Context: an optimization exercise on an open-source flow, tuned for small area and a short achievable clock period. The choices shown serve that exercise and are no tape-out recipe.

==> 12-17: inputs <==
==> flow/design.v <==
`timescale 1ns / 1ps
module ppl_proc #(
    parameter PREPARE_CYCLES = 3
) (
    input clk,
    input rst,
    input prepare_flag,
    input        [17:0] start_pos_x,
    input        [17:0] start_pos_y,
    input        [17:0] start_pos_z,
    input signed [19:0] ray_slope_x,
    input signed [19:0] ray_slope_y,
    input signed [19:0] ray_slope_z,
    input        [19:0] pixel_addr,
    input        [4:0] block_id,
    input        [3:0] block_cnt,
    output        [ 3:0] block_cnt_out,
    output signed [19:0] ray_slope_out_x,
    output signed [19:0] ray_slope_out_y,
    output signed [19:0] ray_slope_out_z,
    output        [17:0] end_pos_x,
    output        [17:0] end_pos_y,
    output        [17:0] end_pos_z,
    output [14:0] block_addr,
    output        next_en,
    output [19:0] pixel_addr_out,
    output [12:0] texture_addr
);
    reg [5:0] v;
    always @(posedge clk or posedge rst) begin
        if (rst) v <= 6'd0;
        else     v <= {v[4:0], 1'b1};
    end
    reg [19:0] pix1, sx1, sy1, sz1;
    reg [17:0] px1, py1, pz1;
    reg [ 3:0] cnt1;
    always @(posedge clk) begin
        pix1 <= pixel_addr;
        sx1 <= ray_slope_x; sy1 <= ray_slope_y; sz1 <= ray_slope_z;
        px1 <= start_pos_x; py1 <= start_pos_y; pz1 <= start_pos_z;
        cnt1 <= block_cnt + 4'd1;
    end
    function [4:0] edge_m(input [3:0] pm, input neg);
        edge_m = neg ? ((pm != 4'd0) ? {1'b0, pm} : 5'd16) : (5'd16 - {1'b0, pm});
    endfunction
    wire [4:0] mx = edge_m(px1[11:8], sx1[19]);
    wire [4:0] my = edge_m(py1[11:8], sy1[19]);
    wire [4:0] mz = edge_m(pz1[11:8], sz1[19]);
    wire [19:0] dx = sx1[19] ? -sx1 : sx1;
    wire [19:0] dy = sx1[19] ? -sy1 : sy1;
    wire [19:0] dz = sx1[19] ? -sz1 : sz1;
    function [25:0] idiv(input [4:0] m, input [19:0] d);
        reg [12:0] r;
        reg [12:0] q;
        reg [13:0] t;
        integer k;
        begin
            r = {m, 8'd0};
            for (k = 12; k >= 0; k = k - 1) begin
                t = {1'b0, r} - {1'b0, d[12:0] << k};
                q[k] = ((d >> (13 - k)) == 20'd0) & ~t[13];
                if (q[k]) r = t[12:0];
            end
            idiv = {q, r};
        end
    endfunction
    wire [25:0] ix = idiv(mx, dx);
    wire [25:0] iy = idiv(my, dy);
    wire [25:0] iz = idiv(mz, dz);
    wire zx = (sx1 == 20'd0);
    wire zy = (sy1 == 20'd0);
    wire zz = (sz1 == 20'd0);
    wire [12:0] vx = zx ? 13'h1fff : ix[25:13];
    wire [12:0] vy = zy ? 13'h1fff : iy[25:13];
    wire [12:0] vz = zz ? 13'h1fff : iz[25:13];
    wire        y_lt_x = vy < vx;
    wire [12:0] vmin = y_lt_x ? vy : vx;
    wire        z_lt = vz < vmin;
    wire [2:0]  mf = (v[0] & z_lt) ? 3'b001 : ((v[0] & y_lt_x & ~z_lt) ? 3'b010 : 3'b100);
    reg [19:0] pix2, sx2, sy2, sz2;
    reg [17:0] px2, py2, pz2;
    reg [ 3:0] cnt2;
    always @(posedge clk) begin
        pix2 <= pix1; sx2 <= sx1; sy2 <= sy1; sz2 <= sz1;
        px2 <= px1; py2 <= py1; pz2 <= pz1; cnt2 <= cnt1;
    end
    reg [ 2:0] mf3;    
    always @(posedge clk or posedge rst) begin
        if (rst) mf3 <= 'b0;
        else     mf3 <= mf;
    end
    reg [19:0] pix3, sx3, sy3, sz3;
    reg [17:0] pu3, pv3;    
    reg [ 3:0] cnt3;
    always @(posedge clk) begin
        pix3 <= pix2; sx3 <= sx2; sy3 <= sy2; sz3 <= sz2; cnt3 <= cnt2;
        pu3 <= mf[2] ? py2 : px2;
        pv3 <= mf[0] ? py2 : pz2;
    end
    reg [ 4:0] bnx3, bny3, bnz3;
    wire [4:0] bx2 = px2[16:12] & {5{v[1]}};
    wire [4:0] by2 = py2[16:12] & {5{v[1]}};
    wire [4:0] bz2 = pz2[16:12] & {5{v[1]}};
    wire       dn2 = sy2[19] & v[1];
    always @(posedge clk or posedge rst) begin
        if (rst) begin
            bnx3 <= 'b0; bny3 <= 'b0; bnz3 <= 'b0;
        end else begin
            bnx3 <= mf[2] ? (dn2 ? bx2 - 5'd1 : bx2 + 5'd1) : bx2;
            bny3 <= mf[1] ? (dn2 ? by2 - 5'd1 : by2 + 5'd1) : by2;
            bnz3 <= mf[0] ? (dn2 ? bz2 - 5'd1 : bz2 + 5'd1) : bz2;
        end
    end
    wire [19:0] dsel = ({20{mf3[2]}} & dx) | ({20{mf3[1]}} & dy) | ({20{mf3[0]}} & dz);
    wire [12:0] rsel = ({13{mf3[2]}} & ix[12:0]) | ({13{mf3[1]}} & iy[12:0]) | ({13{mf3[0]}} & iz[12:0]);
    wire [12:0] asel = ({13{mf3[2]}} & ix[25:13]) | ({13{mf3[1]}} & iy[25:13]) | ({13{mf3[0]}} & iz[25:13]);
    wire        zsel = (mf3[2] & zx) | (mf3[1] & zy) | (mf3[0] & zz);
    function [21:0] fstep(input [20:0] r, input [19:0] d, input integer w);
        reg [21:0] t;
        reg fit;
        begin
            t = {r[19:0], 1'b0} - {2'b0, d};
            fit = ~t[21];
            if (w < 20) fit = fit & ((d >> (w + 1)) == 20'd0);
            fstep = {fit, fit ? t[20:0] : {r[19:0], 1'b0}};
        end
    endfunction
    localparam KS = 7;
    reg [20:0] fr;
    reg [KS-1:0] fh;
    reg [21:0] fo;
    integer fi;
    always @(*) begin
        fr = {8'd0, rsel};
        for (fi = 0; fi < KS; fi = fi + 1) begin
            fo = fstep(fr, dsel, 13 + fi);
            fh[KS-1-fi] = fo[21];
            fr = fo[20:0];
        end
    end
    wire [19:0] u3 = mf3[2] ? sy3 : sx3;
    wire [19:0] v3 = mf3[0] ? sy3 : sz3;
    wire cu = zsel & ~u3[19] & (u3 != 20'd0);
    wire cv = zsel & ~v3[19] & (v3 != 20'd0);
    reg [19:0] pix4, sx4, sy4, sz4;
    reg [ 3:0] cnt4;
    reg [12:0] a4;
    reg [KS-1:0] fh4;
    reg [19:0] fr4, d4;
    reg [17:0] pu4, pv4;
    always @(posedge clk) begin
        pix4 <= pix3; sx4 <= sx3; sy4 <= sy3; sz4 <= sz3; cnt4 <= cnt3;
        a4 <= zsel ? 13'd0 : asel;
        fh4 <= zsel ? {KS{1'b0}} : fh;
        fr4 <= zsel ? 20'd0 : fr[19:0];
        d4 <= zsel ? 20'h80000 : dsel;
        pu4 <= pu3 - {17'd0, cu};
        pv4 <= pv3 - {17'd0, cv};
    end
    reg [ 2:0] mf4;
    reg [14:0] baddr4;
    reg        border4;
    always @(posedge clk or posedge rst) begin
        if (rst) begin
            mf4 <= 'b0; baddr4 <= 'b0; border4 <= 'b0;
        end else begin
            mf4 <= mf3;
            baddr4 <= {bnx3, bny3, bnz3};
            border4 <= (bnx3 == 5'd0) || (bny3 == 5'd0) || (bnz3 == 5'd0);
        end
    end
    reg [20:0] gr;
    reg [19-KS:0] fl;
    reg [21:0] go;
    integer gi;
    always @(*) begin
        gr = {1'b0, fr4};
        for (gi = KS; gi < 20; gi = gi + 1) begin
            go = fstep(gr, d4, 20);
            fl[19-gi] = go[21];
            gr = go[20:0];
        end
    end
    wire [32:0] q4 = {a4, fh4, fl};
    wire [19:0] u4 = mf4[2] ? sy4 : sx4;
    wire [19:0] v4 = mf4[0] ? sy4 : sz4;
    wire [17:0] eu, ev;
    ppl_mac mac_u (.s(u4), .q(q4), .p(pu4), .e(eu));
    ppl_mac mac_v (.s(v4), .q(q4), .p(pv4), .e(ev));
    wire [17:0] eu4 = eu & {18{v[3]}};
    wire [17:0] ev4 = ev & {18{v[3]}};
    wire [17:0] ex4 = mf4[2] ? {1'b0, baddr4[14:10], 12'd0} : eu4;
    wire [17:0] ey4 = mf4[1] ? {1'b0, baddr4[9:5], 12'd0} : (mf4[2] ? eu4 : ev4);
    wire [17:0] ez4 = mf4[0] ? {1'b0, baddr4[4:0], 12'd0} : ev4;
    reg [19:0] pix5, sx5, sy5, sz5;
    reg [17:0] ex5, ey5, ez5;
    reg [ 3:0] cnt5;
    always @(posedge clk) begin
        pix5 <= pix4; sx5 <= sx4; sy5 <= sy4; sz5 <= sz4;
        ex5 <= ex4; ey5 <= ey4; ez5 <= ez4; cnt5 <= cnt4;
    end
    reg [ 3:0] tx5, ty5;
    reg        border5;
    reg [14:0] baddr5;
    assign block_addr = baddr5;
    always @(posedge clk or posedge rst) begin
        if (rst) begin
            tx5 <= 'b0; ty5 <= 'b0; border5 <= 'b0; baddr5 <= 'b0;
        end else begin
            tx5 <= mf4[2] ? ey4[11:8] : ex4[11:8];
            ty5 <= (mf4[2] | mf4[1]) ? ez4[11:8] : ey4[11:8];
            border5 <= border4; baddr5 <= baddr4;
        end
    end
    reg [19:0] pix6, sx6, sy6, sz6;
    reg [17:0] ex6, ey6, ez6;
    reg [ 3:0] cnt6;
    always @(posedge clk) begin
        pix6 <= pix5; sx6 <= sx5; sy6 <= sy5; sz6 <= sz5;
        ex6 <= ex5; ey6 <= ey5; ez6 <= ez5; cnt6 <= cnt5;
    end
    reg border6;
    always @(posedge clk or posedge rst) begin
        if (rst) border6 <= 'b0;
        else     border6 <= border5;
    end
    wire en6 = ~prepare_flag & v[5];
    wire ene = ~prepare_flag & v[1];
    assign pixel_addr_out  = pix6 & {20{en6}};
    assign ray_slope_out_x = sx6 & {20{en6}};
    assign ray_slope_out_y = sy6 & {20{en6}};
    assign ray_slope_out_z = sz6 & {20{en6}};
    assign block_cnt_out   = cnt6 & {4{en6}};
    assign end_pos_x       = ex6 & {18{ene}};
    assign end_pos_y       = ey6 & {18{ene}};
    assign end_pos_z       = ez6 & {18{ene}};
    assign texture_addr    = prepare_flag ? 13'b0 : {block_id, ty5, tx5};
    assign next_en         = prepare_flag | (block_id != 5'd0) | border6;
endmodule
module ppl_mac (
    input  [19:0] s,
    input  [32:0] q,
    input  [17:0] p,
    output [17:0] e
);
    reg [37:0] rows [0:9];
    reg [37:0] negv;
    reg [2:0] bt;
    reg one, two, neg;
    reg [33:0] m;
    integer j, i;
    always @(*) begin
        negv = 38'd0;
        for (j = 0; j < 10; j = j + 1) begin
            bt = {s[2*j+1], s[2*j], (j == 0) ? 1'b0 : s[2*j-1]};
            one = bt[1] ^ bt[0];
            two = (bt == 3'b100) | (bt == 3'b011);
            neg = bt[2];
            for (i = 0; i < 34; i = i + 1)
                m[i] = (one & ((i < 33) ? q[i] : 1'b0)) | (two & ((i > 0) ? q[i-1] : 1'b0));
            rows[j] = {3'b000, ~neg, m ^ {34{neg}}} << (2 * j);
            negv[2*j] = neg;
        end
    end
    wire [37:0] t = rows[0] + rows[1] + rows[2] + rows[3] + rows[4] + rows[5] + rows[6] + rows[7]
                  + rows[8] + rows[9] + {p, 20'd0} + 38'h2c00000000 + negv;
    assign e = t[37:20];
endmodule
==> flow/run.sh <==
#!/bin/bash
# synth_recipe.tcl (not shown) runs the flow's synth.tcl, then flattens the netlist and writes it again
# the make line also repeats each setting of config.mk as NAME=value (left out here)
make -C /OpenROAD-flow-scripts/flow DESIGN_CONFIG=/design/flow/config.mk WORK_HOME=/design/flow/orfs CLKGATE_MAP_FILE= SYNTH_SCRIPT=/design/flow/synth_recipe.tcl finish
==> flow/config.mk <==
export PLATFORM = sky130hd
export DESIGN_NAME = ppl_proc
export DESIGN_NICKNAME = ppl_proc
export VERILOG_FILES = /design/flow/design.v
export SDC_FILE = /design/flow/constraint.sdc
export NUM_CORES = 4
export LEC_CHECK = 0
export ABC_AREA = 1
export CAP_MARGIN = 20
export CORE_MARGIN = 2
export CORE_UTILIZATION = 40
export SETUP_SLACK_MARGIN = 5
export SLEW_MARGIN = 20
==> flow/constraint.sdc <==
create_clock -name core_clock -period 165.0 [get_ports {clk}]
set_input_delay 33.0000 -clock core_clock [delete_from_list [all_inputs] [get_ports {clk}]]
set_output_delay 33.0000 -clock core_clock [all_outputs]
set_load 0.01 [all_outputs]
==> 10-16: changes against 12-17 <==
--- a/flow/design.v
+++ b/flow/design.v
@@ -50,16 +50,22 @@
     wire [19:0] dy = sx1[19] ? -sy1 : sy1;
     wire [19:0] dz = sx1[19] ? -sz1 : sz1;
     function [25:0] idiv(input [4:0] m, input [19:0] d);
-        reg [12:0] r;
+        reg [12:0] r, s;
         reg [12:0] q;
-        reg [13:0] t;
-        integer k;
+        reg c, b;
+        integer k, j;
         begin
             r = {m, 8'd0};
             for (k = 12; k >= 0; k = k - 1) begin
-                t = {1'b0, r} - {1'b0, d[12:0] << k};
-                q[k] = ((d >> (13 - k)) == 20'd0) & ~t[13];
-                if (q[k]) r = t[12:0];
+                c = 1'b1;
+                for (j = k; j < 13; j = j + 1) begin
+                    b = ~d[j - k];
+                    s[j] = r[j] ^ b ^ c;
+                    c = (r[j] & b) | (c & (r[j] ^ b));
+                end
+                q[k] = ((d >> (13 - k)) == 20'd0) & c;
+                for (j = k; j < 13; j = j + 1)
+                    if (q[k]) r[j] = s[j];
             end
             idiv = {q, r};
         end
@@ -125,7 +131,7 @@
             fstep = {fit, fit ? t[20:0] : {r[19:0], 1'b0}};
         end
     endfunction
-    localparam KS = 7;
+    localparam KS = 2;
     reg [20:0] fr;
     reg [KS-1:0] fh;
     reg [21:0] fo;
@@ -181,37 +187,38 @@
             gr = go[20:0];
         end
     end
-    wire [32:0] q4 = {a4, fh4, fl};
-    wire [19:0] u4 = mf4[2] ? sy4 : sx4;
-    wire [19:0] v4 = mf4[0] ? sy4 : sz4;
-    wire [17:0] eu, ev;
-    ppl_mac mac_u (.s(u4), .q(q4), .p(pu4), .e(eu));
-    ppl_mac mac_v (.s(v4), .q(q4), .p(pv4), .e(ev));
-    wire [17:0] eu4 = eu & {18{v[3]}};
-    wire [17:0] ev4 = ev & {18{v[3]}};
-    wire [17:0] ex4 = mf4[2] ? {1'b0, baddr4[14:10], 12'd0} : eu4;
-    wire [17:0] ey4 = mf4[1] ? {1'b0, baddr4[9:5], 12'd0} : (mf4[2] ? eu4 : ev4);
-    wire [17:0] ez4 = mf4[0] ? {1'b0, baddr4[4:0], 12'd0} : ev4;
     reg [19:0] pix5, sx5, sy5, sz5;
-    reg [17:0] ex5, ey5, ez5;
     reg [ 3:0] cnt5;
-    always @(posedge clk) begin
-        pix5 <= pix4; sx5 <= sx4; sy5 <= sy4; sz5 <= sz4;
-        ex5 <= ex4; ey5 <= ey4; ez5 <= ez4; cnt5 <= cnt4;
-    end
-    reg [ 3:0] tx5, ty5;
+    reg [32:0] q5;
+    reg [17:0] pu5, pv5;
+    always @(posedge clk) begin
+        pix5 <= pix4; sx5 <= sx4; sy5 <= sy4; sz5 <= sz4; cnt5 <= cnt4;
+        q5 <= {a4, fh4, fl};
+        pu5 <= pu4; pv5 <= pv4;
+    end
+    reg [ 2:0] mf5;
     reg        border5;
     reg [14:0] baddr5;
     assign block_addr = baddr5;
     always @(posedge clk or posedge rst) begin
         if (rst) begin
-            tx5 <= 'b0; ty5 <= 'b0; border5 <= 'b0; baddr5 <= 'b0;
+            mf5 <= 'b0; border5 <= 'b0; baddr5 <= 'b0;
         end else begin
-            tx5 <= mf4[2] ? ey4[11:8] : ex4[11:8];
-            ty5 <= (mf4[2] | mf4[1]) ? ez4[11:8] : ey4[11:8];
-            border5 <= border4; baddr5 <= baddr4;
-        end
-    end
+            mf5 <= mf4; border5 <= border4; baddr5 <= baddr4;
+        end
+    end
+    wire [19:0] u5 = mf5[2] ? sy5 : sx5;
+    wire [19:0] v5 = mf5[0] ? sy5 : sz5;
+    wire [17:0] eu, ev;
+    ppl_mac mac_u (.s(u5), .q(q5), .p(pu5), .e(eu));
+    ppl_mac mac_v (.s(v5), .q(q5), .p(pv5), .e(ev));
+    wire [17:0] eu5 = eu & {18{v[4]}};
+    wire [17:0] ev5 = ev & {18{v[4]}};
+    wire [17:0] ex5 = mf5[2] ? {1'b0, baddr5[14:10], 12'd0} : eu5;
+    wire [17:0] ey5 = mf5[1] ? {1'b0, baddr5[9:5], 12'd0} : (mf5[2] ? eu5 : ev5);
+    wire [17:0] ez5 = mf5[0] ? {1'b0, baddr5[4:0], 12'd0} : ev5;
+    wire [3:0]  tx5 = mf5[2] ? ey5[11:8] : ex5[11:8];
+    wire [3:0]  ty5 = (mf5[2] | mf5[1]) ? ez5[11:8] : ey5[11:8];
     reg [19:0] pix6, sx6, sy6, sz6;
     reg [17:0] ex6, ey6, ez6;
     reg [ 3:0] cnt6;
@@ -225,7 +232,7 @@
         else     border6 <= border5;
     end
     wire en6 = ~prepare_flag & v[5];
-    wire ene = ~prepare_flag & v[1];
+    wire ene = ~prepare_flag & v[0];
     assign pixel_addr_out  = pix6 & {20{en6}};
     assign ray_slope_out_x = sx6 & {20{en6}};
     assign ray_slope_out_y = sy6 & {20{en6}};
==> summary.txt <==
* Die area at around 0.22 mm2
* NumNets Final at 12,972
* Worst setup path endpoint: ray_slope_out_x[9]
* Clk pin slew, worst setup/hold paths at 0.10 ns
* Dpl cell area at 0.0918 mm2
* DP HPWL at 231 mm
* Status: timing/DRC/antenna clean
* Origin of the worst min-delay path: ex5[1]
* Initial Util at 40.3%
the above is filed under 12-17

==> summary.txt <==
* Clk pin slew, worst setup/hold paths at 0.06 ns
* NumNets Final at ~12,000
* DP HPWL at 217 mm
* Dpl cell area at 0.0868 mm2
* Status: timing/DRC/antenna clean
the above is filed under 10-16

No functional check of the RTL was part of any run of this note.

separate check: timing with driven ports:
No port has a modelled driver above. Below, the same layouts with a new extraction and two added sets of constraints. Step 1 sets driving cells, clkbuf_16 on the clock port and buf_2 on the other inputs (assumed; they add their load-dependent delay and slew). Step 2 adds t to the input delays and takes it off the output delays; t is the mean of the earliest and latest rising clock arrival at the registers after step 1. Input paths then give back, and output paths get back, about the clock's delay inside the block. Slacks: ideal ports / drivers / drivers and shift; pairs: ideal ports / drivers.
| run | shift t [ns] | slack for setup (ns) | slew at the worst register clock pin (ns) |
|---|---|---|---|
| 12-17 | 0.832 | 96.245 / 96.221 / 96.221 | 0.10 / 0.10 |
| 10-16 | 0.842 | 96.741 / 96.712 / 96.712 | 0.07 / 0.07 |
After both steps setup and hold are still met in every run listed. For 10-16, which loses most, drivers alone change the setup slack by -0.029 ns; drivers and shift together by -0.029 ns.
